This design comes from an exercise in tuning for small area and a short achievable clock period on the open sky130 flow, not from production work. Function not checked in this run: the RTL went through the layout flow alone.

## config.mk

```make
export PLATFORM = sky130hd
export DESIGN_NAME = mul16_top
export DESIGN_NICKNAME = mul16_top
export VERILOG_FILES = /design/flow/design.v
export SDC_FILE = /design/flow/constraint.sdc
export NUM_CORES = 4
export LEC_CHECK = 0
export CAP_MARGIN = 20
export CORE_MARGIN = 2
export CORE_UTILIZATION = 40
export SLEW_MARGIN = 20
export SYNTH_HIERARCHICAL = 1
```

## constraint.sdc

```tcl
create_clock -name core_clock -period 22.0 [get_ports {clk}]
set_input_delay 4.4000 -clock core_clock [delete_from_list [all_inputs] [get_ports {clk}]]
set_output_delay 4.4000 -clock core_clock [all_outputs]
set_load 0.01 [all_outputs]
```

## design.v

```verilog
module mul16_top(
    input clk,
    input [15:0] a,
    input [15:0] b,
    output reg [31:0] res
);
    reg [15:0] a_r, b_r;
    wire [31:0] p;
    multiplier u_mul(.a(a_r), .b(b_r), .res(p));
    always @(posedge clk) begin
        a_r <= a;
        b_r <= b;
        res <= p;
    end
endmodule

module multiplier(
    input [15:0] a,
    input [15:0] b,
    output [31:0] res
);
  wire pp1;
  wire pp2;
  wire pp3;
  wire pp4;
  wire pp5;
  wire pp6;
  wire pp7;
  wire pp8;
  wire pp9;
  wire pp10;
  wire pp11;
  wire pp12;
  wire pp13;
  wire pp14;
  wire pp15;
  wire pp16;
  wire pp17;
  wire pp18;
  wire pp19;
  wire pp20;
  wire pp21;
  wire pp22;
  wire pp23;
  wire pp24;
  wire pp25;
  wire pp26;
  wire pp27;
  wire pp28;
  wire pp29;
  wire pp30;
  wire pp31;
  wire pp32;
  wire pp33;
  wire pp34;
  wire pp35;
  wire pp36;
  wire pp37;
  wire pp38;
  wire pp39;
  wire pp40;
  wire pp41;
  wire pp42;
  wire pp43;
  wire pp44;
  wire pp45;
  wire pp46;
  wire pp47;
  wire pp48;
  wire pp49;
  wire pp50;
  wire pp51;
  wire pp52;
  wire pp53;
  wire pp54;
  wire pp55;
  wire pp56;
  wire pp57;
  wire pp58;
  wire pp59;
  wire pp60;
  wire pp61;
  wire pp62;
  wire pp63;
  wire pp64;
  wire pp65;
  wire pp66;
  wire pp67;
  wire pp68;
  wire pp69;
  wire pp70;
  wire pp71;
  wire pp72;
  wire pp73;
  wire pp74;
  wire pp75;
  wire pp76;
  wire pp77;
  wire pp78;
  wire pp79;
  wire pp80;
  wire pp81;
  wire pp82;
  wire pp83;
  wire pp84;
  wire pp85;
  wire pp86;
  wire pp87;
  wire pp88;
  wire pp89;
  wire pp90;
  wire pp91;
  wire pp92;
  wire pp93;
  wire pp94;
  wire pp95;
  wire pp96;
  wire pp97;
  wire pp98;
  wire pp99;
  wire pp100;
  wire pp101;
  wire pp102;
  wire pp103;
  wire pp104;
  wire pp105;
  wire pp106;
  wire pp107;
  wire pp108;
  wire pp109;
  wire pp110;
  wire pp111;
  wire pp112;
  wire pp113;
  wire pp114;
  wire pp115;
  wire pp116;
  wire pp117;
  wire pp118;
  wire pp119;
  wire pp120;
  wire pp121;
  wire pp122;
  wire pp123;
  wire pp124;
  wire pp125;
  wire pp126;
  wire pp127;
  wire pp128;
  wire pp129;
  wire pp130;
  wire pp131;
  wire pp132;
  wire pp133;
  wire pp134;
  wire pp135;
  wire pp136;
  wire pp137;
  wire pp138;
  wire pp139;
  wire pp140;
  wire pp141;
  wire pp142;
  wire pp143;
  wire pp144;
  wire pp145;
  wire pp146;
  wire pp147;
  wire pp148;
  wire pp149;
  wire pp150;
  wire pp151;
  wire pp152;
  wire pp153;
  wire pp154;
  wire pp155;
  wire pp156;
  wire pp157;
  wire pp158;
  wire pp159;
  wire pp160;
  wire pp161;
  wire pp162;
  wire pp163;
  wire pp164;
  wire pp165;
  wire pp166;
  wire pp167;
  wire pp168;
  wire pp169;
  wire pp170;
  wire pp171;
  wire pp172;
  wire pp173;
  wire pp174;
  wire pp175;
  wire pp176;
  wire pp177;
  wire pp178;
  wire pp179;
  wire pp180;
  wire pp181;
  wire pp182;
  wire pp183;
  wire pp184;
  wire pp185;
  wire pp186;
  wire pp187;
  wire pp188;
  wire pp189;
  wire pp190;
  wire pp191;
  wire pp192;
  wire pp193;
  wire pp194;
  wire pp195;
  wire pp196;
  wire pp197;
  wire pp198;
  wire pp199;
  wire pp200;
  wire pp201;
  wire pp202;
  wire pp203;
  wire pp204;
  wire pp205;
  wire pp206;
  wire pp207;
  wire pp208;
  wire pp209;
  wire pp210;
  wire pp211;
  wire pp212;
  wire pp213;
  wire pp214;
  wire pp215;
  wire pp216;
  wire pp217;
  wire pp218;
  wire pp219;
  wire pp220;
  wire pp221;
  wire pp222;
  wire pp223;
  wire pp224;
  wire pp225;
  wire pp226;
  wire pp227;
  wire pp228;
  wire pp229;
  wire pp230;
  wire pp231;
  wire pp232;
  wire pp233;
  wire pp234;
  wire pp235;
  wire pp236;
  wire pp237;
  wire pp238;
  wire pp239;
  wire pp240;
  wire pp241;
  wire pp242;
  wire pp243;
  wire pp244;
  wire pp245;
  wire pp246;
  wire pp247;
  wire pp248;
  wire pp249;
  wire pp250;
  wire pp251;
  wire pp252;
  wire pp253;
  wire pp254;
  wire pp255;
  wire pp256;
  wire s257;
  wire c258;
  wire s259;
  wire c260;
  wire s261;
  wire c262;
  wire s263;
  wire c264;
  wire s265;
  wire c266;
  wire s267;
  wire c268;
  wire s269;
  wire c270;
  wire s271;
  wire c272;
  wire s273;
  wire c274;
  wire s275;
  wire c276;
  wire s277;
  wire c278;
  wire s279;
  wire c280;
  wire s281;
  wire c282;
  wire s283;
  wire c284;
  wire s285;
  wire c286;
  wire s287;
  wire c288;
  wire s289;
  wire c290;
  wire s291;
  wire c292;
  wire s293;
  wire c294;
  wire s295;
  wire c296;
  wire s297;
  wire c298;
  wire s299;
  wire c300;
  wire s301;
  wire c302;
  wire s303;
  wire c304;
  wire s305;
  wire c306;
  wire s307;
  wire c308;
  wire s309;
  wire c310;
  wire s311;
  wire c312;
  wire s313;
  wire c314;
  wire s315;
  wire c316;
  wire s317;
  wire c318;
  wire s319;
  wire c320;
  wire s321;
  wire c322;
  wire s323;
  wire c324;
  wire s325;
  wire c326;
  wire s327;
  wire c328;
  wire s329;
  wire c330;
  wire s331;
  wire c332;
  wire s333;
  wire c334;
  wire s335;
  wire c336;
  wire s337;
  wire c338;
  wire s339;
  wire c340;
  wire s341;
  wire c342;
  wire s343;
  wire c344;
  wire s345;
  wire c346;
  wire s347;
  wire c348;
  wire s349;
  wire c350;
  wire s351;
  wire c352;
  wire s353;
  wire c354;
  wire s355;
  wire c356;
  wire s357;
  wire c358;
  wire s359;
  wire c360;
  wire s361;
  wire c362;
  wire s363;
  wire c364;
  wire s365;
  wire c366;
  wire s367;
  wire c368;
  wire s369;
  wire c370;
  wire s371;
  wire c372;
  wire s373;
  wire c374;
  wire s375;
  wire c376;
  wire s377;
  wire c378;
  wire s379;
  wire c380;
  wire s381;
  wire c382;
  wire s383;
  wire c384;
  wire s385;
  wire c386;
  wire s387;
  wire c388;
  wire s389;
  wire c390;
  wire s391;
  wire c392;
  wire s393;
  wire c394;
  wire s395;
  wire c396;
  wire s397;
  wire c398;
  wire s399;
  wire c400;
  wire s401;
  wire c402;
  wire s403;
  wire c404;
  wire s405;
  wire c406;
  wire s407;
  wire c408;
  wire s409;
  wire c410;
  wire s411;
  wire c412;
  wire s413;
  wire c414;
  wire s415;
  wire c416;
  wire s417;
  wire c418;
  wire s419;
  wire c420;
  wire s421;
  wire c422;
  wire s423;
  wire c424;
  wire s425;
  wire c426;
  wire s427;
  wire c428;
  wire s429;
  wire c430;
  wire s431;
  wire c432;
  wire s433;
  wire c434;
  wire s435;
  wire c436;
  wire s437;
  wire c438;
  wire s439;
  wire c440;
  wire s441;
  wire c442;
  wire s443;
  wire c444;
  wire s445;
  wire c446;
  wire s447;
  wire c448;
  wire s449;
  wire c450;
  wire s451;
  wire c452;
  wire s453;
  wire c454;
  wire s455;
  wire c456;
  wire s457;
  wire c458;
  wire s459;
  wire c460;
  wire s461;
  wire c462;
  wire s463;
  wire c464;
  wire s465;
  wire c466;
  wire s467;
  wire c468;
  wire s469;
  wire c470;
  wire s471;
  wire c472;
  wire s473;
  wire c474;
  wire s475;
  wire c476;
  wire s477;
  wire c478;
  wire s479;
  wire c480;
  wire s481;
  wire c482;
  wire s483;
  wire c484;
  wire s485;
  wire c486;
  wire s487;
  wire c488;
  wire s489;
  wire c490;
  wire s491;
  wire c492;
  wire s493;
  wire c494;
  wire s495;
  wire c496;
  wire s497;
  wire c498;
  wire s499;
  wire c500;
  wire s501;
  wire c502;
  wire s503;
  wire c504;
  wire s505;
  wire c506;
  wire s507;
  wire c508;
  wire s509;
  wire c510;
  wire s511;
  wire c512;
  wire s513;
  wire c514;
  wire s515;
  wire c516;
  wire s517;
  wire c518;
  wire s519;
  wire c520;
  wire s521;
  wire c522;
  wire s523;
  wire c524;
  wire s525;
  wire c526;
  wire s527;
  wire c528;
  wire s529;
  wire c530;
  wire s531;
  wire c532;
  wire s533;
  wire c534;
  wire s535;
  wire c536;
  wire s537;
  wire c538;
  wire s539;
  wire c540;
  wire s541;
  wire c542;
  wire s543;
  wire c544;
  wire s545;
  wire c546;
  wire s547;
  wire c548;
  wire s549;
  wire c550;
  wire s551;
  wire c552;
  wire s553;
  wire c554;
  wire s555;
  wire c556;
  wire s557;
  wire c558;
  wire s559;
  wire c560;
  wire s561;
  wire c562;
  wire s563;
  wire c564;
  wire s565;
  wire c566;
  wire s567;
  wire c568;
  wire s569;
  wire c570;
  wire s571;
  wire c572;
  wire s573;
  wire c574;
  wire s575;
  wire c576;
  wire s577;
  wire c578;
  wire s579;
  wire c580;
  wire s581;
  wire c582;
  wire s583;
  wire c584;
  wire s585;
  wire c586;
  wire s587;
  wire c588;
  wire s589;
  wire c590;
  wire s591;
  wire c592;
  wire s593;
  wire c594;
  wire s595;
  wire c596;
  wire s597;
  wire c598;
  wire s599;
  wire c600;
  wire s601;
  wire c602;
  wire s603;
  wire c604;
  wire s605;
  wire c606;
  wire s607;
  wire c608;
  wire s609;
  wire c610;
  wire s611;
  wire c612;
  wire s613;
  wire c614;
  wire s615;
  wire c616;
  wire s617;
  wire c618;
  wire s619;
  wire c620;
  wire s621;
  wire c622;
  wire s623;
  wire c624;
  wire s625;
  wire c626;
  wire s627;
  wire c628;
  wire s629;
  wire c630;
  wire s631;
  wire c632;
  wire s633;
  wire c634;
  wire s635;
  wire c636;
  wire s637;
  wire c638;
  wire s639;
  wire c640;
  wire s641;
  wire c642;
  wire s643;
  wire c644;
  wire s645;
  wire c646;
  wire s647;
  wire c648;
  wire s649;
  wire c650;
  wire s651;
  wire c652;
  wire s653;
  wire c654;
  wire s655;
  wire c656;
  wire s657;
  wire c658;
  wire s659;
  wire c660;
  wire s661;
  wire c662;
  wire s663;
  wire c664;
  wire s665;
  wire c666;
  wire s667;
  wire c668;
  wire s669;
  wire c670;
  wire s671;
  wire c672;
  wire s673;
  wire c674;
  wire s675;
  wire c676;
  assign pp1 = a[0] & b[0];
  assign pp2 = a[1] & b[0];
  assign pp3 = a[2] & b[0];
  assign pp4 = a[3] & b[0];
  assign pp5 = a[4] & b[0];
  assign pp6 = a[5] & b[0];
  assign pp7 = a[6] & b[0];
  assign pp8 = a[7] & b[0];
  assign pp9 = a[8] & b[0];
  assign pp10 = a[9] & b[0];
  assign pp11 = a[10] & b[0];
  assign pp12 = a[11] & b[0];
  assign pp13 = a[12] & b[0];
  assign pp14 = a[13] & b[0];
  assign pp15 = a[14] & b[0];
  assign pp16 = a[15] & b[0];
  assign pp17 = a[0] & b[1];
  assign pp18 = a[1] & b[1];
  assign pp19 = a[2] & b[1];
  assign pp20 = a[3] & b[1];
  assign pp21 = a[4] & b[1];
  assign pp22 = a[5] & b[1];
  assign pp23 = a[6] & b[1];
  assign pp24 = a[7] & b[1];
  assign pp25 = a[8] & b[1];
  assign pp26 = a[9] & b[1];
  assign pp27 = a[10] & b[1];
  assign pp28 = a[11] & b[1];
  assign pp29 = a[12] & b[1];
  assign pp30 = a[13] & b[1];
  assign pp31 = a[14] & b[1];
  assign pp32 = a[15] & b[1];
  assign pp33 = a[0] & b[2];
  assign pp34 = a[1] & b[2];
  assign pp35 = a[2] & b[2];
  assign pp36 = a[3] & b[2];
  assign pp37 = a[4] & b[2];
  assign pp38 = a[5] & b[2];
  assign pp39 = a[6] & b[2];
  assign pp40 = a[7] & b[2];
  assign pp41 = a[8] & b[2];
  assign pp42 = a[9] & b[2];
  assign pp43 = a[10] & b[2];
  assign pp44 = a[11] & b[2];
  assign pp45 = a[12] & b[2];
  assign pp46 = a[13] & b[2];
  assign pp47 = a[14] & b[2];
  assign pp48 = a[15] & b[2];
  assign pp49 = a[0] & b[3];
  assign pp50 = a[1] & b[3];
  assign pp51 = a[2] & b[3];
  assign pp52 = a[3] & b[3];
  assign pp53 = a[4] & b[3];
  assign pp54 = a[5] & b[3];
  assign pp55 = a[6] & b[3];
  assign pp56 = a[7] & b[3];
  assign pp57 = a[8] & b[3];
  assign pp58 = a[9] & b[3];
  assign pp59 = a[10] & b[3];
  assign pp60 = a[11] & b[3];
  assign pp61 = a[12] & b[3];
  assign pp62 = a[13] & b[3];
  assign pp63 = a[14] & b[3];
  assign pp64 = a[15] & b[3];
  assign pp65 = a[0] & b[4];
  assign pp66 = a[1] & b[4];
  assign pp67 = a[2] & b[4];
  assign pp68 = a[3] & b[4];
  assign pp69 = a[4] & b[4];
  assign pp70 = a[5] & b[4];
  assign pp71 = a[6] & b[4];
  assign pp72 = a[7] & b[4];
  assign pp73 = a[8] & b[4];
  assign pp74 = a[9] & b[4];
  assign pp75 = a[10] & b[4];
  assign pp76 = a[11] & b[4];
  assign pp77 = a[12] & b[4];
  assign pp78 = a[13] & b[4];
  assign pp79 = a[14] & b[4];
  assign pp80 = a[15] & b[4];
  assign pp81 = a[0] & b[5];
  assign pp82 = a[1] & b[5];
  assign pp83 = a[2] & b[5];
  assign pp84 = a[3] & b[5];
  assign pp85 = a[4] & b[5];
  assign pp86 = a[5] & b[5];
  assign pp87 = a[6] & b[5];
  assign pp88 = a[7] & b[5];
  assign pp89 = a[8] & b[5];
  assign pp90 = a[9] & b[5];
  assign pp91 = a[10] & b[5];
  assign pp92 = a[11] & b[5];
  assign pp93 = a[12] & b[5];
  assign pp94 = a[13] & b[5];
  assign pp95 = a[14] & b[5];
  assign pp96 = a[15] & b[5];
  assign pp97 = a[0] & b[6];
  assign pp98 = a[1] & b[6];
  assign pp99 = a[2] & b[6];
  assign pp100 = a[3] & b[6];
  assign pp101 = a[4] & b[6];
  assign pp102 = a[5] & b[6];
  assign pp103 = a[6] & b[6];
  assign pp104 = a[7] & b[6];
  assign pp105 = a[8] & b[6];
  assign pp106 = a[9] & b[6];
  assign pp107 = a[10] & b[6];
  assign pp108 = a[11] & b[6];
  assign pp109 = a[12] & b[6];
  assign pp110 = a[13] & b[6];
  assign pp111 = a[14] & b[6];
  assign pp112 = a[15] & b[6];
  assign pp113 = a[0] & b[7];
  assign pp114 = a[1] & b[7];
  assign pp115 = a[2] & b[7];
  assign pp116 = a[3] & b[7];
  assign pp117 = a[4] & b[7];
  assign pp118 = a[5] & b[7];
  assign pp119 = a[6] & b[7];
  assign pp120 = a[7] & b[7];
  assign pp121 = a[8] & b[7];
  assign pp122 = a[9] & b[7];
  assign pp123 = a[10] & b[7];
  assign pp124 = a[11] & b[7];
  assign pp125 = a[12] & b[7];
  assign pp126 = a[13] & b[7];
  assign pp127 = a[14] & b[7];
  assign pp128 = a[15] & b[7];
  assign pp129 = a[0] & b[8];
  assign pp130 = a[1] & b[8];
  assign pp131 = a[2] & b[8];
  assign pp132 = a[3] & b[8];
  assign pp133 = a[4] & b[8];
  assign pp134 = a[5] & b[8];
  assign pp135 = a[6] & b[8];
  assign pp136 = a[7] & b[8];
  assign pp137 = a[8] & b[8];
  assign pp138 = a[9] & b[8];
  assign pp139 = a[10] & b[8];
  assign pp140 = a[11] & b[8];
  assign pp141 = a[12] & b[8];
  assign pp142 = a[13] & b[8];
  assign pp143 = a[14] & b[8];
  assign pp144 = a[15] & b[8];
  assign pp145 = a[0] & b[9];
  assign pp146 = a[1] & b[9];
  assign pp147 = a[2] & b[9];
  assign pp148 = a[3] & b[9];
  assign pp149 = a[4] & b[9];
  assign pp150 = a[5] & b[9];
  assign pp151 = a[6] & b[9];
  assign pp152 = a[7] & b[9];
  assign pp153 = a[8] & b[9];
  assign pp154 = a[9] & b[9];
  assign pp155 = a[10] & b[9];
  assign pp156 = a[11] & b[9];
  assign pp157 = a[12] & b[9];
  assign pp158 = a[13] & b[9];
  assign pp159 = a[14] & b[9];
  assign pp160 = a[15] & b[9];
  assign pp161 = a[0] & b[10];
  assign pp162 = a[1] & b[10];
  assign pp163 = a[2] & b[10];
  assign pp164 = a[3] & b[10];
  assign pp165 = a[4] & b[10];
  assign pp166 = a[5] & b[10];
  assign pp167 = a[6] & b[10];
  assign pp168 = a[7] & b[10];
  assign pp169 = a[8] & b[10];
  assign pp170 = a[9] & b[10];
  assign pp171 = a[10] & b[10];
  assign pp172 = a[11] & b[10];
  assign pp173 = a[12] & b[10];
  assign pp174 = a[13] & b[10];
  assign pp175 = a[14] & b[10];
  assign pp176 = a[15] & b[10];
  assign pp177 = a[0] & b[11];
  assign pp178 = a[1] & b[11];
  assign pp179 = a[2] & b[11];
  assign pp180 = a[3] & b[11];
  assign pp181 = a[4] & b[11];
  assign pp182 = a[5] & b[11];
  assign pp183 = a[6] & b[11];
  assign pp184 = a[7] & b[11];
  assign pp185 = a[8] & b[11];
  assign pp186 = a[9] & b[11];
  assign pp187 = a[10] & b[11];
  assign pp188 = a[11] & b[11];
  assign pp189 = a[12] & b[11];
  assign pp190 = a[13] & b[11];
  assign pp191 = a[14] & b[11];
  assign pp192 = a[15] & b[11];
  assign pp193 = a[0] & b[12];
  assign pp194 = a[1] & b[12];
  assign pp195 = a[2] & b[12];
  assign pp196 = a[3] & b[12];
  assign pp197 = a[4] & b[12];
  assign pp198 = a[5] & b[12];
  assign pp199 = a[6] & b[12];
  assign pp200 = a[7] & b[12];
  assign pp201 = a[8] & b[12];
  assign pp202 = a[9] & b[12];
  assign pp203 = a[10] & b[12];
  assign pp204 = a[11] & b[12];
  assign pp205 = a[12] & b[12];
  assign pp206 = a[13] & b[12];
  assign pp207 = a[14] & b[12];
  assign pp208 = a[15] & b[12];
  assign pp209 = a[0] & b[13];
  assign pp210 = a[1] & b[13];
  assign pp211 = a[2] & b[13];
  assign pp212 = a[3] & b[13];
  assign pp213 = a[4] & b[13];
  assign pp214 = a[5] & b[13];
  assign pp215 = a[6] & b[13];
  assign pp216 = a[7] & b[13];
  assign pp217 = a[8] & b[13];
  assign pp218 = a[9] & b[13];
  assign pp219 = a[10] & b[13];
  assign pp220 = a[11] & b[13];
  assign pp221 = a[12] & b[13];
  assign pp222 = a[13] & b[13];
  assign pp223 = a[14] & b[13];
  assign pp224 = a[15] & b[13];
  assign pp225 = a[0] & b[14];
  assign pp226 = a[1] & b[14];
  assign pp227 = a[2] & b[14];
  assign pp228 = a[3] & b[14];
  assign pp229 = a[4] & b[14];
  assign pp230 = a[5] & b[14];
  assign pp231 = a[6] & b[14];
  assign pp232 = a[7] & b[14];
  assign pp233 = a[8] & b[14];
  assign pp234 = a[9] & b[14];
  assign pp235 = a[10] & b[14];
  assign pp236 = a[11] & b[14];
  assign pp237 = a[12] & b[14];
  assign pp238 = a[13] & b[14];
  assign pp239 = a[14] & b[14];
  assign pp240 = a[15] & b[14];
  assign pp241 = a[0] & b[15];
  assign pp242 = a[1] & b[15];
  assign pp243 = a[2] & b[15];
  assign pp244 = a[3] & b[15];
  assign pp245 = a[4] & b[15];
  assign pp246 = a[5] & b[15];
  assign pp247 = a[6] & b[15];
  assign pp248 = a[7] & b[15];
  assign pp249 = a[8] & b[15];
  assign pp250 = a[9] & b[15];
  assign pp251 = a[10] & b[15];
  assign pp252 = a[11] & b[15];
  assign pp253 = a[12] & b[15];
  assign pp254 = a[13] & b[15];
  assign pp255 = a[14] & b[15];
  assign pp256 = a[15] & b[15];
  mul_ha us257 (.a(pp18), .b(pp3), .s(s257), .c(c258));
  mul_fa us259 (.a(pp19), .b(pp34), .ci(pp4), .s(s259), .co(c260));
  mul_ha us261 (.a(pp49), .b(c258), .s(s261), .c(c262));
  mul_fa us263 (.a(pp20), .b(pp35), .ci(pp5), .s(s263), .co(c264));
  mul_fa us265 (.a(pp50), .b(pp65), .ci(c260), .s(s265), .co(c266));
  mul_ha us267 (.a(c262), .b(s263), .s(s267), .c(c268));
  mul_fa us269 (.a(pp21), .b(pp36), .ci(pp51), .s(s269), .co(c270));
  mul_fa us271 (.a(pp6), .b(pp66), .ci(pp81), .s(s271), .co(c272));
  mul_fa us273 (.a(c264), .b(s269), .ci(s271), .s(s273), .co(c274));
  mul_ha us275 (.a(c268), .b(c266), .s(s275), .c(c276));
  mul_fa us277 (.a(pp22), .b(pp37), .ci(pp52), .s(s277), .co(c278));
  mul_fa us279 (.a(pp67), .b(pp7), .ci(pp82), .s(s279), .co(c280));
  mul_fa us281 (.a(pp97), .b(c270), .ci(c272), .s(s281), .co(c282));
  mul_fa us283 (.a(s277), .b(s279), .ci(c274), .s(s283), .co(c284));
  mul_ha us285 (.a(s281), .b(c276), .s(s285), .c(c286));
  mul_fa us287 (.a(pp113), .b(pp23), .ci(pp38), .s(s287), .co(c288));
  mul_fa us289 (.a(pp53), .b(pp68), .ci(pp8), .s(s289), .co(c290));
  mul_fa us291 (.a(pp83), .b(pp98), .ci(c278), .s(s291), .co(c292));
  mul_fa us293 (.a(c280), .b(s287), .ci(s289), .s(s293), .co(c294));
  mul_fa us295 (.a(c282), .b(s291), .ci(s293), .s(s295), .co(c296));
  mul_ha us297 (.a(c286), .b(c284), .s(s297), .c(c298));
  mul_fa us299 (.a(pp114), .b(pp129), .ci(pp24), .s(s299), .co(c300));
  mul_fa us301 (.a(pp39), .b(pp54), .ci(pp69), .s(s301), .co(c302));
  mul_fa us303 (.a(pp84), .b(pp9), .ci(pp99), .s(s303), .co(c304));
  mul_fa us305 (.a(c288), .b(c290), .ci(s299), .s(s305), .co(c306));
  mul_fa us307 (.a(s301), .b(s303), .ci(c292), .s(s307), .co(c308));
  mul_fa us309 (.a(c294), .b(s305), .ci(s307), .s(s309), .co(c310));
  mul_ha us311 (.a(c296), .b(c298), .s(s311), .c(c312));
  mul_fa us313 (.a(pp10), .b(pp100), .ci(pp115), .s(s313), .co(c314));
  mul_fa us315 (.a(pp130), .b(pp145), .ci(pp25), .s(s315), .co(c316));
  mul_fa us317 (.a(pp40), .b(pp55), .ci(pp70), .s(s317), .co(c318));
  mul_fa us319 (.a(pp85), .b(c300), .ci(c302), .s(s319), .co(c320));
  mul_fa us321 (.a(c304), .b(s313), .ci(s315), .s(s321), .co(c322));
  mul_fa us323 (.a(s317), .b(c306), .ci(s319), .s(s323), .co(c324));
  mul_fa us325 (.a(s321), .b(c308), .ci(s323), .s(s325), .co(c326));
  mul_ha us327 (.a(c310), .b(c312), .s(s327), .c(c328));
  mul_fa us329 (.a(pp101), .b(pp11), .ci(pp116), .s(s329), .co(c330));
  mul_fa us331 (.a(pp131), .b(pp146), .ci(pp161), .s(s331), .co(c332));
  mul_fa us333 (.a(pp26), .b(pp41), .ci(pp56), .s(s333), .co(c334));
  mul_fa us335 (.a(pp71), .b(pp86), .ci(c314), .s(s335), .co(c336));
  mul_fa us337 (.a(c316), .b(c318), .ci(s329), .s(s337), .co(c338));
  mul_fa us339 (.a(s331), .b(s333), .ci(c320), .s(s339), .co(c340));
  mul_fa us341 (.a(c322), .b(s335), .ci(s337), .s(s341), .co(c342));
  mul_fa us343 (.a(c324), .b(s339), .ci(s341), .s(s343), .co(c344));
  mul_ha us345 (.a(c326), .b(s343), .s(s345), .c(c346));
  mul_fa us347 (.a(pp102), .b(pp117), .ci(pp12), .s(s347), .co(c348));
  mul_fa us349 (.a(pp132), .b(pp147), .ci(pp162), .s(s349), .co(c350));
  mul_fa us351 (.a(pp177), .b(pp27), .ci(pp42), .s(s351), .co(c352));
  mul_fa us353 (.a(pp57), .b(pp72), .ci(pp87), .s(s353), .co(c354));
  mul_fa us355 (.a(c330), .b(c332), .ci(c334), .s(s355), .co(c356));
  mul_fa us357 (.a(s347), .b(s349), .ci(s351), .s(s357), .co(c358));
  mul_fa us359 (.a(s353), .b(c336), .ci(c338), .s(s359), .co(c360));
  mul_fa us361 (.a(s355), .b(s357), .ci(c340), .s(s361), .co(c362));
  mul_fa us363 (.a(s359), .b(c342), .ci(s361), .s(s363), .co(c364));
  mul_ha us365 (.a(c344), .b(c346), .s(s365), .c(c366));
  mul_fa us367 (.a(pp103), .b(pp118), .ci(pp13), .s(s367), .co(c368));
  mul_fa us369 (.a(pp133), .b(pp148), .ci(pp163), .s(s369), .co(c370));
  mul_fa us371 (.a(pp178), .b(pp193), .ci(pp28), .s(s371), .co(c372));
  mul_fa us373 (.a(pp43), .b(pp58), .ci(pp73), .s(s373), .co(c374));
  mul_fa us375 (.a(pp88), .b(c348), .ci(c350), .s(s375), .co(c376));
  mul_fa us377 (.a(c352), .b(c354), .ci(s367), .s(s377), .co(c378));
  mul_fa us379 (.a(s369), .b(s371), .ci(s373), .s(s379), .co(c380));
  mul_fa us381 (.a(c356), .b(c358), .ci(s375), .s(s381), .co(c382));
  mul_fa us383 (.a(s377), .b(s379), .ci(c360), .s(s383), .co(c384));
  mul_fa us385 (.a(s381), .b(c362), .ci(s383), .s(s385), .co(c386));
  mul_ha us387 (.a(c364), .b(s385), .s(s387), .c(c388));
  mul_fa us389 (.a(pp104), .b(pp119), .ci(pp134), .s(s389), .co(c390));
  mul_fa us391 (.a(pp14), .b(pp149), .ci(pp164), .s(s391), .co(c392));
  mul_fa us393 (.a(pp179), .b(pp194), .ci(pp209), .s(s393), .co(c394));
  mul_fa us395 (.a(pp29), .b(pp44), .ci(pp59), .s(s395), .co(c396));
  mul_fa us397 (.a(pp74), .b(pp89), .ci(c368), .s(s397), .co(c398));
  mul_fa us399 (.a(c370), .b(c372), .ci(c374), .s(s399), .co(c400));
  mul_fa us401 (.a(s389), .b(s391), .ci(s393), .s(s401), .co(c402));
  mul_fa us403 (.a(s395), .b(c376), .ci(c378), .s(s403), .co(c404));
  mul_fa us405 (.a(c380), .b(s397), .ci(s399), .s(s405), .co(c406));
  mul_fa us407 (.a(s401), .b(c382), .ci(s403), .s(s407), .co(c408));
  mul_fa us409 (.a(s405), .b(c384), .ci(s407), .s(s409), .co(c410));
  mul_ha us411 (.a(c386), .b(s409), .s(s411), .c(c412));
  mul_fa us413 (.a(pp105), .b(pp120), .ci(pp135), .s(s413), .co(c414));
  mul_fa us415 (.a(pp15), .b(pp150), .ci(pp165), .s(s415), .co(c416));
  mul_fa us417 (.a(pp180), .b(pp195), .ci(pp210), .s(s417), .co(c418));
  mul_fa us419 (.a(pp225), .b(pp30), .ci(pp45), .s(s419), .co(c420));
  mul_fa us421 (.a(pp60), .b(pp75), .ci(pp90), .s(s421), .co(c422));
  mul_fa us423 (.a(c390), .b(c392), .ci(c394), .s(s423), .co(c424));
  mul_fa us425 (.a(c396), .b(s413), .ci(s415), .s(s425), .co(c426));
  mul_fa us427 (.a(s417), .b(s419), .ci(s421), .s(s427), .co(c428));
  mul_fa us429 (.a(c398), .b(c400), .ci(c402), .s(s429), .co(c430));
  mul_fa us431 (.a(s423), .b(s425), .ci(s427), .s(s431), .co(c432));
  mul_fa us433 (.a(c404), .b(c406), .ci(s429), .s(s433), .co(c434));
  mul_fa us435 (.a(s431), .b(c408), .ci(s433), .s(s435), .co(c436));
  mul_ha us437 (.a(c410), .b(s435), .s(s437), .c(c438));
  mul_fa us439 (.a(pp106), .b(pp121), .ci(pp136), .s(s439), .co(c440));
  mul_fa us441 (.a(pp151), .b(pp16), .ci(pp166), .s(s441), .co(c442));
  mul_fa us443 (.a(pp181), .b(pp196), .ci(pp211), .s(s443), .co(c444));
  mul_fa us445 (.a(pp226), .b(pp241), .ci(pp31), .s(s445), .co(c446));
  mul_fa us447 (.a(pp46), .b(pp61), .ci(pp76), .s(s447), .co(c448));
  mul_fa us449 (.a(pp91), .b(c414), .ci(c416), .s(s449), .co(c450));
  mul_fa us451 (.a(c418), .b(c420), .ci(c422), .s(s451), .co(c452));
  mul_fa us453 (.a(s439), .b(s441), .ci(s443), .s(s453), .co(c454));
  mul_fa us455 (.a(s445), .b(s447), .ci(c424), .s(s455), .co(c456));
  mul_fa us457 (.a(c426), .b(c428), .ci(s449), .s(s457), .co(c458));
  mul_fa us459 (.a(s451), .b(s453), .ci(c430), .s(s459), .co(c460));
  mul_fa us461 (.a(s455), .b(s457), .ci(c432), .s(s461), .co(c462));
  mul_fa us463 (.a(s459), .b(c434), .ci(s461), .s(s463), .co(c464));
  mul_ha us465 (.a(c436), .b(s463), .s(s465), .c(c466));
  mul_fa us467 (.a(pp107), .b(pp122), .ci(pp137), .s(s467), .co(c468));
  mul_fa us469 (.a(pp152), .b(pp167), .ci(pp182), .s(s469), .co(c470));
  mul_fa us471 (.a(pp197), .b(pp212), .ci(pp227), .s(s471), .co(c472));
  mul_fa us473 (.a(pp242), .b(pp32), .ci(pp47), .s(s473), .co(c474));
  mul_fa us475 (.a(pp62), .b(pp77), .ci(pp92), .s(s475), .co(c476));
  mul_fa us477 (.a(c440), .b(c442), .ci(c444), .s(s477), .co(c478));
  mul_fa us479 (.a(c446), .b(c448), .ci(s467), .s(s479), .co(c480));
  mul_fa us481 (.a(s469), .b(s471), .ci(s473), .s(s481), .co(c482));
  mul_fa us483 (.a(s475), .b(c450), .ci(c452), .s(s483), .co(c484));
  mul_fa us485 (.a(c454), .b(s477), .ci(s479), .s(s485), .co(c486));
  mul_fa us487 (.a(s481), .b(c456), .ci(c458), .s(s487), .co(c488));
  mul_fa us489 (.a(s483), .b(s485), .ci(c460), .s(s489), .co(c490));
  mul_fa us491 (.a(s487), .b(c462), .ci(s489), .s(s491), .co(c492));
  mul_ha us493 (.a(c464), .b(c466), .s(s493), .c(c494));
  mul_fa us495 (.a(pp108), .b(pp123), .ci(pp138), .s(s495), .co(c496));
  mul_fa us497 (.a(pp153), .b(pp168), .ci(pp183), .s(s497), .co(c498));
  mul_fa us499 (.a(pp198), .b(pp213), .ci(pp228), .s(s499), .co(c500));
  mul_fa us501 (.a(pp243), .b(pp48), .ci(pp63), .s(s501), .co(c502));
  mul_fa us503 (.a(pp78), .b(pp93), .ci(c468), .s(s503), .co(c504));
  mul_fa us505 (.a(c470), .b(c472), .ci(c474), .s(s505), .co(c506));
  mul_fa us507 (.a(c476), .b(s495), .ci(s497), .s(s507), .co(c508));
  mul_fa us509 (.a(s499), .b(s501), .ci(c478), .s(s509), .co(c510));
  mul_fa us511 (.a(c480), .b(c482), .ci(s503), .s(s511), .co(c512));
  mul_fa us513 (.a(s505), .b(s507), .ci(c484), .s(s513), .co(c514));
  mul_fa us515 (.a(s509), .b(s511), .ci(c486), .s(s515), .co(c516));
  mul_fa us517 (.a(c488), .b(s513), .ci(s515), .s(s517), .co(c518));
  mul_fa us519 (.a(c490), .b(s517), .ci(c492), .s(s519), .co(c520));
  mul_fa us521 (.a(pp109), .b(pp124), .ci(pp139), .s(s521), .co(c522));
  mul_fa us523 (.a(pp154), .b(pp169), .ci(pp184), .s(s523), .co(c524));
  mul_fa us525 (.a(pp199), .b(pp214), .ci(pp229), .s(s525), .co(c526));
  mul_fa us527 (.a(pp244), .b(pp64), .ci(pp79), .s(s527), .co(c528));
  mul_fa us529 (.a(pp94), .b(c496), .ci(c498), .s(s529), .co(c530));
  mul_fa us531 (.a(c500), .b(c502), .ci(s521), .s(s531), .co(c532));
  mul_fa us533 (.a(s523), .b(s525), .ci(s527), .s(s533), .co(c534));
  mul_fa us535 (.a(c504), .b(c506), .ci(c508), .s(s535), .co(c536));
  mul_fa us537 (.a(s529), .b(s531), .ci(s533), .s(s537), .co(c538));
  mul_fa us539 (.a(c510), .b(c512), .ci(s535), .s(s539), .co(c540));
  mul_fa us541 (.a(s537), .b(c514), .ci(c516), .s(s541), .co(c542));
  mul_fa us543 (.a(s539), .b(c518), .ci(s541), .s(s543), .co(c544));
  mul_fa us545 (.a(pp110), .b(pp125), .ci(pp140), .s(s545), .co(c546));
  mul_fa us547 (.a(pp155), .b(pp170), .ci(pp185), .s(s547), .co(c548));
  mul_fa us549 (.a(pp200), .b(pp215), .ci(pp230), .s(s549), .co(c550));
  mul_fa us551 (.a(pp245), .b(pp80), .ci(pp95), .s(s551), .co(c552));
  mul_fa us553 (.a(c522), .b(c524), .ci(c526), .s(s553), .co(c554));
  mul_fa us555 (.a(c528), .b(s545), .ci(s547), .s(s555), .co(c556));
  mul_fa us557 (.a(s549), .b(s551), .ci(c530), .s(s557), .co(c558));
  mul_fa us559 (.a(c532), .b(c534), .ci(s553), .s(s559), .co(c560));
  mul_fa us561 (.a(s555), .b(c536), .ci(s557), .s(s561), .co(c562));
  mul_fa us563 (.a(s559), .b(c538), .ci(c540), .s(s563), .co(c564));
  mul_fa us565 (.a(s561), .b(c542), .ci(s563), .s(s565), .co(c566));
  mul_fa us567 (.a(pp111), .b(pp126), .ci(pp141), .s(s567), .co(c568));
  mul_fa us569 (.a(pp156), .b(pp171), .ci(pp186), .s(s569), .co(c570));
  mul_fa us571 (.a(pp201), .b(pp216), .ci(pp231), .s(s571), .co(c572));
  mul_fa us573 (.a(pp246), .b(pp96), .ci(c546), .s(s573), .co(c574));
  mul_fa us575 (.a(c548), .b(c550), .ci(c552), .s(s575), .co(c576));
  mul_fa us577 (.a(s567), .b(s569), .ci(s571), .s(s577), .co(c578));
  mul_fa us579 (.a(c554), .b(c556), .ci(s573), .s(s579), .co(c580));
  mul_fa us581 (.a(s575), .b(s577), .ci(c558), .s(s581), .co(c582));
  mul_fa us583 (.a(c560), .b(s579), .ci(s581), .s(s583), .co(c584));
  mul_fa us585 (.a(c562), .b(c564), .ci(s583), .s(s585), .co(c586));
  mul_fa us587 (.a(pp112), .b(pp127), .ci(pp142), .s(s587), .co(c588));
  mul_fa us589 (.a(pp157), .b(pp172), .ci(pp187), .s(s589), .co(c590));
  mul_fa us591 (.a(pp202), .b(pp217), .ci(pp232), .s(s591), .co(c592));
  mul_fa us593 (.a(pp247), .b(c568), .ci(c570), .s(s593), .co(c594));
  mul_fa us595 (.a(c572), .b(s587), .ci(s589), .s(s595), .co(c596));
  mul_fa us597 (.a(s591), .b(c574), .ci(c576), .s(s597), .co(c598));
  mul_fa us599 (.a(c578), .b(s593), .ci(s595), .s(s599), .co(c600));
  mul_fa us601 (.a(c580), .b(s597), .ci(s599), .s(s601), .co(c602));
  mul_fa us603 (.a(c582), .b(s601), .ci(c584), .s(s603), .co(c604));
  mul_fa us605 (.a(pp128), .b(pp143), .ci(pp158), .s(s605), .co(c606));
  mul_fa us607 (.a(pp173), .b(pp188), .ci(pp203), .s(s607), .co(c608));
  mul_fa us609 (.a(pp218), .b(pp233), .ci(pp248), .s(s609), .co(c610));
  mul_fa us611 (.a(c588), .b(c590), .ci(c592), .s(s611), .co(c612));
  mul_fa us613 (.a(s605), .b(s607), .ci(s609), .s(s613), .co(c614));
  mul_fa us615 (.a(c594), .b(c596), .ci(s611), .s(s615), .co(c616));
  mul_fa us617 (.a(s613), .b(c598), .ci(s615), .s(s617), .co(c618));
  mul_fa us619 (.a(c600), .b(c602), .ci(s617), .s(s619), .co(c620));
  mul_fa us621 (.a(pp144), .b(pp159), .ci(pp174), .s(s621), .co(c622));
  mul_fa us623 (.a(pp189), .b(pp204), .ci(pp219), .s(s623), .co(c624));
  mul_fa us625 (.a(pp234), .b(pp249), .ci(c606), .s(s625), .co(c626));
  mul_fa us627 (.a(c608), .b(c610), .ci(s621), .s(s627), .co(c628));
  mul_fa us629 (.a(s623), .b(c612), .ci(c614), .s(s629), .co(c630));
  mul_fa us631 (.a(s625), .b(s627), .ci(c616), .s(s631), .co(c632));
  mul_fa us633 (.a(s629), .b(s631), .ci(c618), .s(s633), .co(c634));
  mul_fa us635 (.a(pp160), .b(pp175), .ci(pp190), .s(s635), .co(c636));
  mul_fa us637 (.a(pp205), .b(pp220), .ci(pp235), .s(s637), .co(c638));
  mul_fa us639 (.a(pp250), .b(c622), .ci(c624), .s(s639), .co(c640));
  mul_fa us641 (.a(s635), .b(s637), .ci(c626), .s(s641), .co(c642));
  mul_fa us643 (.a(c628), .b(s639), .ci(c630), .s(s643), .co(c644));
  mul_fa us645 (.a(s641), .b(c632), .ci(s643), .s(s645), .co(c646));
  mul_fa us647 (.a(pp176), .b(pp191), .ci(pp206), .s(s647), .co(c648));
  mul_fa us649 (.a(pp221), .b(pp236), .ci(pp251), .s(s649), .co(c650));
  mul_fa us651 (.a(c636), .b(c638), .ci(s647), .s(s651), .co(c652));
  mul_fa us653 (.a(s649), .b(c640), .ci(s651), .s(s653), .co(c654));
  mul_fa us655 (.a(c642), .b(s653), .ci(c644), .s(s655), .co(c656));
  mul_fa us657 (.a(pp192), .b(pp207), .ci(pp222), .s(s657), .co(c658));
  mul_fa us659 (.a(pp237), .b(pp252), .ci(c648), .s(s659), .co(c660));
  mul_fa us661 (.a(c650), .b(s657), .ci(c652), .s(s661), .co(c662));
  mul_fa us663 (.a(s659), .b(s661), .ci(c654), .s(s663), .co(c664));
  mul_fa us665 (.a(pp208), .b(pp223), .ci(pp238), .s(s665), .co(c666));
  mul_fa us667 (.a(pp253), .b(c658), .ci(s665), .s(s667), .co(c668));
  mul_fa us669 (.a(c660), .b(s667), .ci(c662), .s(s669), .co(c670));
  mul_fa us671 (.a(pp224), .b(pp239), .ci(pp254), .s(s671), .co(c672));
  mul_fa us673 (.a(c666), .b(s671), .ci(c668), .s(s673), .co(c674));
  mul_fa us675 (.a(pp240), .b(pp255), .ci(c672), .s(s675), .co(c676));
  wire [31:0] fx = {1'b0, pp256, s675, s673, s669, s663, c646, c634, c620, s619, c586, c566, c544, s543, c494, s491, c438, c412, c388, c366, s363, c328, s325, s309, s295, s285, s273, s267, s259, pp33, pp17, pp1};
  wire [31:0] fy = {1'b0, c676, c674, c670, c664, c656, s655, s645, s633, c604, s603, s585, s565, c520, s519, s493, s465, s437, s411, s387, s365, s345, s327, s311, s297, s283, s275, s265, s261, s257, pp2, 1'b0};
  assign res = fx + fy;
endmodule
module mul_fa(input a, input b, input ci, output s, output co);
  assign s = a ^ b ^ ci;
  assign co = (a & b) | (a & ci) | (b & ci);
endmodule
module mul_ha(input a, input b, output s, output c);
  assign s = a ^ b;
  assign c = a & b;
endmodule
```

## run.sh

```bash
#!/bin/bash
# synth_recipe.tcl (not shown) runs the flow's synth.tcl, then flattens the netlist and writes it again
# the make line also repeats each setting of config.mk as NAME=value (left out here)
make -C /OpenROAD-flow-scripts/flow DESIGN_CONFIG=/design/flow/config.mk WORK_HOME=/design/flow/orfs CLKGATE_MAP_FILE= SYNTH_SCRIPT=/design/flow/synth_recipe.tcl finish
```

==> reports/summary.txt <==
Initial DRT Pass Iterations: 5
RSZ-0062 raised after global routing: no
Share of the core filled with cells: 45.9%
Setup TNS: 0 ps
DR WL/cell: 20.5 um
Global-route wire length before repair: 36600 um
Clk buf depth: 2
Final Hold Viols: 0
Reg clk slew, reported paths: 60 ps
Tot GR Track Use: 20.4%
Area of the multi-input gates: 7370 um^2
Family with the most delay on the worst path: adder cells
CP startpoint kind: register
DRC viols: 0
Post-CTS Setup Repair Bufs: 0
Clock latency on the worst-skew pair: 350 ps
Detailed Route Iter0 Violations: 368
Seq/Total Area, Yosys: 14.5%
Most frequent cells in the layout: and2_1 (256), fa_1 (196), dfxtp_1 (64), clkdlybuf4s50_1 (64), ha_1 (45)
Worst-Margin Slew: 773 ps
Cells after Synth: 802
Critical-path maximum fanout: 16
Cell mode on critical path: fa_1
Hold_buf cts: 0
Vias in the first global route: 6509
Synth Cell Area: 8840 um^2
IO Port Bufs: 64
Crit-path cells: and2_1, fa_1, fa_1, fa_1, fa_1, fa_1, fa_1, fa_1, ha_1, nand2_1, nor3_1, nand4_1, o211ai_1, nor4_1, nor4b_2
H-Tree Depth: 3
Tcrit/Tclk final: 26.6%
Filler cell count: 2054
Relative slew slack: 48.4%
MaxCap Viol Count: 0
Die ar.: 23300 um^2
Worst Path Buf+Inv: 0
CTS tree: done
Min-Delay Path Class: reg -> reg
Largest stage delay, worst path: 780 ps
HPWL after DPL: 17100 um
Syn Area/Cell: 11.0 um^2
Worst EP required: 22260 ps
Synth warnings: 7
Core ar.: 21800 um^2
Crit path time final: 5850 ps
Rows: 54
Area added between synthesis and finish: 12.9%
Max Clk Rate: 171 MHz
Post-synth EDFFs: 0
R2R setup slack: 16150 ps
I/O pin total: 65
GR Overflow Total: 0
Async SR Flop Fraction: 0%
Setup WS pre-CTS: 16160 ps
RD Place Congestion: 0.855
Final WL: 23000 um
Slew Viols, Final: 0
Final worst setup slack: 16150 ps
Ant. Diodes: 0
Commonest non-fill, non-tap cell in the layout: and2_1
CTS Sinks: 64
Post-cts gate resize count: 0
Share of cells above drive strength 1: 3.44%
Fin nets: 1111
Post-synth cell types: 53
Final ANT Viol Nets: 0
Initial antenna violation count: 0
Syn nets: 1076
Worst Setup End Kind: register
Critical path class: reg -> reg
Pin count of the biggest net entering global routing: 17
Total CTS buffers: 9
Synth Flop Type: dfxtp_1
Status: complete, no violations
Chip Height: 153 um
Critical-path top delay cell: dfxtp_1
Die W: 153 um
Starting Density: 40.6%
Vias per inst: 5.34
CP Data Arrival Time: 6110 ps
Seq. cell area: 1280 um^2
Final setup violation count: 0
Vias: 5992
FF+latch count, synth: 64
Clock Skew: 7.70 ps
Clock root buffer: clkbuf_16
## path summary, 6_finish.rpt
path                            cells past startpoint      end   start
worst max register to register                     15  res[30]  b_r[9]
worst max-delay path                               15  res[30]  b_r[9]
worst min register to register                      1   res[0]  b_r[0]
worst min-delay path                                1   res[0]  b_r[0]
## per-module statistics from Yosys (local to each module, per instance)
module,area (um^2),cells,flip-flops and latches,copies in the design
mul16_top,1280,64,64,1
mul_fa,20.0,1,0,195
mul_ha,12.5,1,0,15
multiplier,3460,528,0,1
## kinds of logic after synthesis
kind of cell	synth area share [%]
flip-flops	14.5
AND/OR/NAND/NOR	22.4
XOR/XNOR	2.48
adder cells (fa/ha/maj)	50.8
AO/OA/AOI/OAI	7.70
buffers and inverters	2.14
## registers in the layout (all words and copies together) (netlist names)
register	cells
res	32
a_r	16
b_r	16
## metal layers
layer	global-route usage [%]	share of wire [%]
met3	3.70	5.1
met4	5.64	1.5
met2	33.3	47
met1	27.9	46
met5	0	0
## layout make-up
type / instances / share of cell area, %
well taps: 280 / 3.51
repair buffers: 65 / 6.50
clock buffers: 9 / 2.26
clock inverters: 7 / 0.966
inverters: 2 / 0.0753
multi-input cells: 695 / 73.8
flip-flops and latches: 64 / 12.8
## worst reg2reg max path: stages, from the launching register on
cell and delay [ps]:
dfxtp_1 780, and2_1 260, fa_1 450, fa_1 420
fa_1 400, fa_1 390, fa_1 450, fa_1 390
fa_1 450, ha_1 400, nand2_1 180, nor3_1 280
nand4_1 130, o211ai_1 380, nor4_1 110, nor4b_2 280
## synthesized netlist by cell type (8+ instances only)
master / number / area [um^2]
nor2_1: 14 / 52.6
ha_1: 45 / 563
nand2_1: 23 / 86.3
o21ai_0: 12 / 60.1
fa_1: 196 / 3920
dfxtp_1: 64 / 1280
clkbuf_1: 35 / 131
and2_1: 256 / 1600
xnor2_1: 21 / 184
a21oi_1: 34 / 170
o211ai_1: 8 / 60.1
a21o_1: 8 / 60.1
## through the flow
step | area (um^2) | hold WS [ps] | std cells
after floorplan | 8840 | 593 | 802
after global placement | 9650 | 746 | 1106
after detailed placement | 9650 | 752 | 1106
after CTS | 9980 | 759 | 1122
after global routing | 9980 | 795 | 1122
final | 9980 | 751 | 1122

## separate check: timing with driven ports
No port has a modelled driver above. Below, the same layout with a new extraction and two added sets of constraints.
Step 1 assumes that a clkbuf_16 drives the clock port and a buf_2 every other input.
Step 2 moves the port delays by t, midway between the first and last clock arrival at a register: inputs arrive t later, outputs are due t later. That takes back most of the time a late clock gives input paths.
Slacks: no drivers / after step 1 / after step 2; pairs: no drivers / after step 1.
shift t [ns]: 0.398
setup WS [ns]: 16.152 / 16.152 / 16.152
hold WS [ns]: 0.751 / 0.751 / 0.751
worst setup path after step 2: register to register
worst slew at a driven data input, ns: 0.03
After both steps this run still meets setup and hold. The setup slack of this run moves by 0.000 ns with the drivers and by 0.000 ns with both steps.
